This design comes from an exercise in tuning for small area on the open sky130 flow, not from production work.
Function was checked by simulation only, so behaviour that the tests miss may differ from the original.
Power figures rest on the tool's default switching activity, not on a simulated workload.

$ cat flow/run.sh
#!/bin/bash
# synth_recipe.tcl (not shown) runs the flow's synth.tcl, then flattens the netlist and writes it again
# the make line also repeats each setting of config.mk as NAME=value (left out here)
make -C /OpenROAD-flow-scripts/flow DESIGN_CONFIG=/design/flow/config.mk WORK_HOME=/design/flow/orfs CLKGATE_MAP_FILE= SYNTH_SCRIPT=/design/flow/synth_recipe.tcl finish
$ cat flow/config.mk
export PLATFORM = sky130hd
export DESIGN_NAME = pipeline_datapath_core
export DESIGN_NICKNAME = pipeline_datapath_core
export VERILOG_FILES = /design/flow/design.v
export SDC_FILE = /design/flow/constraint.sdc
export NUM_CORES = 4
export LEC_CHECK = 0
export CAP_MARGIN = 20
export CORE_MARGIN = 2
export CORE_UTILIZATION = 40
export SLEW_MARGIN = 20
$ cat flow/constraint.sdc
create_clock -name core_clock -period 8.0 [get_ports {clk}]
set_input_delay 1.6000 -clock core_clock [delete_from_list [all_inputs] [get_ports {clk}]]
set_output_delay 1.6000 -clock core_clock [all_outputs]
set_load 0.01 [all_outputs]
$ cat flow/design.v
`timescale 1ns / 1ps
module regfile #(
    parameter REGISTERED_OUTPUT = 1,
    parameter ADDRESS_WIDTH     = 5,
    parameter DATA_WIDTH        = 64
)(
    input                          clk,
    input  [ADDRESS_WIDTH-1:0]     r0addr, r1addr,
    input  [ADDRESS_WIDTH-1:0]     waddr,
    input  [DATA_WIDTH-1:0]        wdata,
    input                          wena,
    input                          rst,
    output [DATA_WIDTH-1:0]        r0data,
    output [DATA_WIDTH-1:0]        r1data
);
    reg [DATA_WIDTH-1:0] register [0:2**ADDRESS_WIDTH-1];
    integer i;
    always @(negedge clk) begin
        if(rst) begin
            for (i = 0; i < 2**ADDRESS_WIDTH; i = i + 1) begin
                register[i] <= {DATA_WIDTH{1'b0}};
            end
        end
        else if (wena && waddr != 0)
            register[waddr] <= wdata;
    end
    generate
        if (REGISTERED_OUTPUT) begin
            reg [DATA_WIDTH-1:0] data_reg0;
            reg [DATA_WIDTH-1:0] data_reg1;
            always @(posedge clk) begin
                data_reg0 <= (r0addr != 0) ? register[r0addr] : {DATA_WIDTH{1'b0}};
                data_reg1 <= (r1addr != 0) ? register[r1addr] : {DATA_WIDTH{1'b0}};
            end
            assign r0data = data_reg0;
            assign r1data = data_reg1;
        end
        else begin
            assign r0data = (r0addr != 0) ? register[r0addr] : {DATA_WIDTH{1'b0}};
            assign r1data = (r1addr != 0) ? register[r1addr] : {DATA_WIDTH{1'b0}};
        end
    endgenerate
endmodule
`timescale 1ns / 1ps
module pipeline_datapath_core #(
    parameter DATA_WIDTH              = 64,
    parameter INSTR_WIDTH             = 32,
    parameter IMEM_ADDR_WIDTH         = 9,    
    parameter DMEM_ADDR_WIDTH         = 8,    
    parameter REGFILE_ADDRESS_WIDTH   = 5
)(
    input  wire                         clk,
    input  wire                         reset,
    input  wire                         enable,
    output reg  [IMEM_ADDR_WIDTH-1:0]    imem_addr,
    input  wire [INSTR_WIDTH-1:0]        imem_dout,
    output wire                         dmem_wea,
    output wire [DMEM_ADDR_WIDTH-1:0]   dmem_addra,
    output wire [DMEM_ADDR_WIDTH-1:0]   dmem_addrb,
    output wire [DATA_WIDTH-1:0]        dmem_dina,
    input  wire [DATA_WIDTH-1:0]        dmem_doutb
);
    reg [IMEM_ADDR_WIDTH-1:0] PC;
    reg [INSTR_WIDTH-1:0]              if_id_instr;
    reg                               id_ex_wmem_en;
    reg                               id_ex_wreg_en;
    reg [DATA_WIDTH-1:0]              id_ex_r1out;
    reg [DATA_WIDTH-1:0]              id_ex_r2out;
    reg [REGFILE_ADDRESS_WIDTH-1:0]   id_ex_wreg;
    reg                               ex_mem_wmem_en;
    reg                               ex_mem_wreg_en;
    reg [DATA_WIDTH-1:0]              ex_mem_r1out;
    reg [DATA_WIDTH-1:0]              ex_mem_r2out;
    reg [REGFILE_ADDRESS_WIDTH-1:0]   ex_mem_wreg;
    reg                               mem_wb_wreg_en;
    reg [DATA_WIDTH-1:0]              mem_wb_wdata;
    reg [REGFILE_ADDRESS_WIDTH-1:0]   mem_wb_wreg;
    wire [DATA_WIDTH-1:0] r0data;
    wire [DATA_WIDTH-1:0] r1data;
    regfile #(
        .REGISTERED_OUTPUT(0),
        .ADDRESS_WIDTH(REGFILE_ADDRESS_WIDTH),
        .DATA_WIDTH(DATA_WIDTH)
    ) u_regfile (
        .clk   (clk),
        .r0addr(if_id_instr[29:25]),
        .r1addr(if_id_instr[24:20]),
        .wdata (mem_wb_wdata),
        .wena  (mem_wb_wreg_en),
        .waddr (mem_wb_wreg),
        .rst   (reset),
        .r0data(r0data),
        .r1data(r1data)
    );
    assign dmem_wea   = ex_mem_wmem_en;
    assign dmem_addra = ex_mem_r1out[DMEM_ADDR_WIDTH-1:0];
    assign dmem_addrb = ex_mem_r1out[DMEM_ADDR_WIDTH-1:0];
    assign dmem_dina  = ex_mem_r2out;
    always @(posedge clk) begin
        if (reset) begin
            PC         <= {IMEM_ADDR_WIDTH{1'b0}};
            imem_addr  <= {IMEM_ADDR_WIDTH{1'b0}};
            if_id_instr <= {INSTR_WIDTH{1'b0}};
            id_ex_wmem_en <= 1'b0;
            id_ex_wreg_en <= 1'b0;
            id_ex_r1out   <= {DATA_WIDTH{1'b0}};
            id_ex_r2out   <= {DATA_WIDTH{1'b0}};
            id_ex_wreg    <= {REGFILE_ADDRESS_WIDTH{1'b0}};
            ex_mem_wmem_en <= 1'b0;
            ex_mem_wreg_en <= 1'b0;
            ex_mem_r1out   <= {DATA_WIDTH{1'b0}};
            ex_mem_r2out   <= {DATA_WIDTH{1'b0}};
            ex_mem_wreg    <= {REGFILE_ADDRESS_WIDTH{1'b0}};
            mem_wb_wreg_en <= 1'b0;
            mem_wb_wdata   <= {DATA_WIDTH{1'b0}};
            mem_wb_wreg    <= {REGFILE_ADDRESS_WIDTH{1'b0}};
        end else if (enable) begin
            imem_addr <= PC;
            PC <= PC + 1'b1;
            if_id_instr <= imem_dout;
            id_ex_wmem_en <= if_id_instr[31];
            id_ex_wreg_en <= if_id_instr[30];
            id_ex_r1out   <= r0data;
            id_ex_r2out   <= r1data;
            id_ex_wreg    <= if_id_instr[19:15];
            ex_mem_wmem_en <= id_ex_wmem_en;
            ex_mem_wreg_en <= id_ex_wreg_en;
            ex_mem_r1out   <= id_ex_r1out;
            ex_mem_r2out   <= id_ex_r2out;
            ex_mem_wreg    <= id_ex_wreg;
            mem_wb_wdata   <= dmem_doutb;
            mem_wb_wreg_en <= ex_mem_wreg_en;
            mem_wb_wreg    <= ex_mem_wreg;
        end
    end
endmodule
==> notes.md <==
number of CTS-inserted buffers ~290; Setup TNS 0 ns; register area share after synthesis 64.99%; num ports approximately 190; r2r endpoint u_regfile.register[23][21]; total die area about 260000 µm²; first-pass GRT wire length between 400 and 500 mm; Finished Cell Area 125900 µm²; Max-slew headroom around a quarter; drt pass-1 iters 8; PwrDens 258.5 nW/µm²; vias in the first global route about 72000; Synth Instances a little under 7000; critical path class reg2reg; CP max stage cell buf_4; number of flops mapped to enable cells by yosys between 2000 and 2500; critical path, cell by cell nand3b_1 -> nor2_4 -> buf_4 -> and2_1; YS warnings 2; Cell Area, Synth 102700 µm²; endpoints failing setup 0; DR WL/cell 26.63 µm; Detail Placement HPWL between 150 and 200 mm; crit path DAT between 3 and 4 ns; GRT overflow 0; R2R Path Start mem_wb_wreg[4]; Worst-Skew Late Latency 0.97 ns; CTS Sinks 2311; clk buf depth 4; Seq cells post-synth about 2300; initial antenna violation count 34; largest net degree at the start of global routing 110; prevailing post-synth register cell edfxtp_1; share of cells above drive strength 1 13.40%; R2R depth 4; Slew Limit Fails 0; syn avg cell area 15.18 µm²; Initial Utilization around 40%; GRT Total Usage 25.05%; reg-to-reg setup timing slack about 1.3 ns; pre-CTS setup slack roughly 0.47 ns; Final Wtd Congestion between 0.7 and 0.8; clk_skew just under 0.08 ns; routed vias ~70000; hold path endpoint id_ex_r2out[51]; CP max FO 64; port bufs about 170; Final Net Count slightly below 9000; critical path endpoint category register; post-cts gate resize count 0; Rows between 150 and 200; post-route ant nets 0; Hold Path Class reg2reg; Synth cell types 56; maxcap violations 0; count of hold-fix buffers inserted at cts 0; worst setup margin approximately 1.3 ns; Routed WL between 300 and 400 mm; unrepaired setup endpoints after global routing false; 1st-iter DRT viols roughly 8400; Leak around 53 nW; H-tree depth 5; Core ar. approximately 260000 µm²; Slew @ Worst Pin 1.140 ns; Worst Path Required 4.76 ns; status complete, no violations; clk slew on worst S/H paths 0.06 ns; CTS Root Cell clkbuf_16; dpl cell area about 110000 µm²; Final Hold Fails 0; DRC 0; min-delay src id_ex_r2out[51]; P&R area growth vs syn 22.55%; hold path cells 1; fill count roughly 22000; Startpoint Class register; postcts setup bufs 0; ys async rst share 0%; CTS tree built; Die Wd between 500 and 600 µm; Vias/cell roughly 5.5; Die Ht around 510 µm; maximum VDD drop 0.2753 mV; CP max stage delay 0.84 ns
==> area by class of cell <==
class,instances,area [µm²],share of cell area [%]
multi-input cells,3816,33630,26.71
clock inverters,2206,9278,7.369
diodes,12,30.03,0.02385
repair buffers,368,4319,3.431
inverters,3,12.51,0.009938
flip-flops and latches,2311,66810,53.07
well taps,3384,4234,3.363
clock buffers,326,7581,6.022
==> sequential cells by signal, indices dropped and copies added, names as in the netlist <==
| name | flops |
|---|---|
| id_ex_wmem_en | 1 |
| mem_wb_wreg | 5 |
| ex_mem_wmem_en | 1 |
| id_ex_r1out | 8 |
| mem_wb_wreg_en | 1 |
| ex_mem_r1out | 8 |
| ex_mem_wreg | 5 |
| id_ex_wreg | 5 |
| ex_mem_wreg_en | 1 |
| mem_wb_wdata | 64 |
| imem_addr | 9 |
| if_id_instr | 17 |
| id_ex_r2out | 64 |
| id_ex_wreg_en | 1 |
| u_regfile.register | 2048 |
| PC | 9 |
| ex_mem_r2out | 64 |
==> worst max-delay path by stage <==
| stage | start | endpoint |
|---|---|---|
| global placement | reset | u_regfile.register[12][44] |
| global route | mem_wb_wreg[4] | u_regfile.register[23][19] |
| finish | mem_wb_wreg[4] | u_regfile.register[23][21] |
| detailed placement | reset | u_regfile.register[12][44] |
| floorplan | reset | u_regfile.register[11][0] |
| CTS | mem_wb_wreg[4] | u_regfile.register[23][21] |
==> logic make-up after synthesis <==
| group | after synthesis | synth area share [%] |
|---|---|---|
| and+or+nand+nor | 2423 | 14.03 |
| other | 1 | 0.003650 |
| muxes | 908 | 14.61 |
| adders and majority gates | 1 | 0.01218 |
| buffers and inverters | 705 | 2.877 |
| DFF | 2311 | 64.99 |
| xor gates and xnor gates | 5 | 0.04263 |
| AOI/OAI and AO/OA | 415 | 3.433 |
==> through the flow <==
stage / hold slack, ns / total power (W) / std cells / utilization, %
2_1_floorplan: 0.4196 / 0.01657 / 6832 / -
3_3_place_gp: 0.4593 / 0.01741 / 9883 / 42.53
3_5_place_dp: 0.4596 / 0.01745 / 9883 / 42.54
4_1_cts: 0.4734 / 0.03290 / 12414 / 49.11
5_1_grt: 0.4934 / 0.03426 / 12415 / 49.12
6_report: 0.4713 / 0.03255 / 12426 / 49.14
==> layout by cell type (no fill, tap or decap), types with 25 or more instances in the layout <==
cell type and n:
nor2_4 35, mux2_2 32, clkinvlp_2 31, clkbuf_16 297, inv_1 2083, o22a_1 28
buf_4 106, o221ai_1 57, dfxtp_1 233, nand4_1 36, a22o_1 67, dfxtp_2 25
and2_1 1985, clkbuf_1 25, buf_12 89, a32o_1 60, or2_4 31, nand3_1 26
a22oi_1 89, mux2i_1 406, bufinv_16 30, clkdlybuf4s50_1 171, nand2_1 69, edfxtp_1 2048
conb_1 64, a211o_1 53, nor2_1 194, mux4_2 470
==> worst max-delay path, delay by kind of cell, from the launching register on <==
family	cells	cell delay, ns
DFF	1	0.69
buffers and inverters	1	0.84
and+or+nand+nor	3	0.91
==> power by group <==
group,switching [W],leakage [nW],internal (W)
clock network,0.00763,15.5,0.00913
logic,0.00112,14.2,0.000726
registers,0.000327,23.2,0.0136
==> synthesized netlist by cell type (all sizes together) (5+ instances only) <==
cell type,instances,share of area [%]
a211o,53,0.45
a211oi,6,0.044
a21oi,11,0.054
a221oi,15,0.13
a22o,67,0.57
a22oi,89,0.65
a32o,60,0.58
and2,1986,12
buf,155,0.87
clkbuf,546,2.0
dfxtp,263,5.1
edfxtp,2048,60
mux2,32,0.35
mux2i,406,4.0
mux4,470,10
nand2,69,0.25
nand3,26,0.13
nand4,36,0.22
nor2,229,0.84
nor2b,12,0.073
nor3b,6,0.044
o21ai,7,0.034
o221ai,57,0.49
o22a,28,0.24
or2,32,0.19
or3,5,0.030
==> metal layers <==
metal | global-route usage [%] | up-vias | part of all wire [%]
li1 | - | 29135 | -
met1 | 32.28 | 34739 | 39
met2 | 39.99 | 3664 | 47
met3 | 6.858 | 678 | 10
met4 | 10.28 | 16 | 3.0
met5 | 0 | - | 0.029
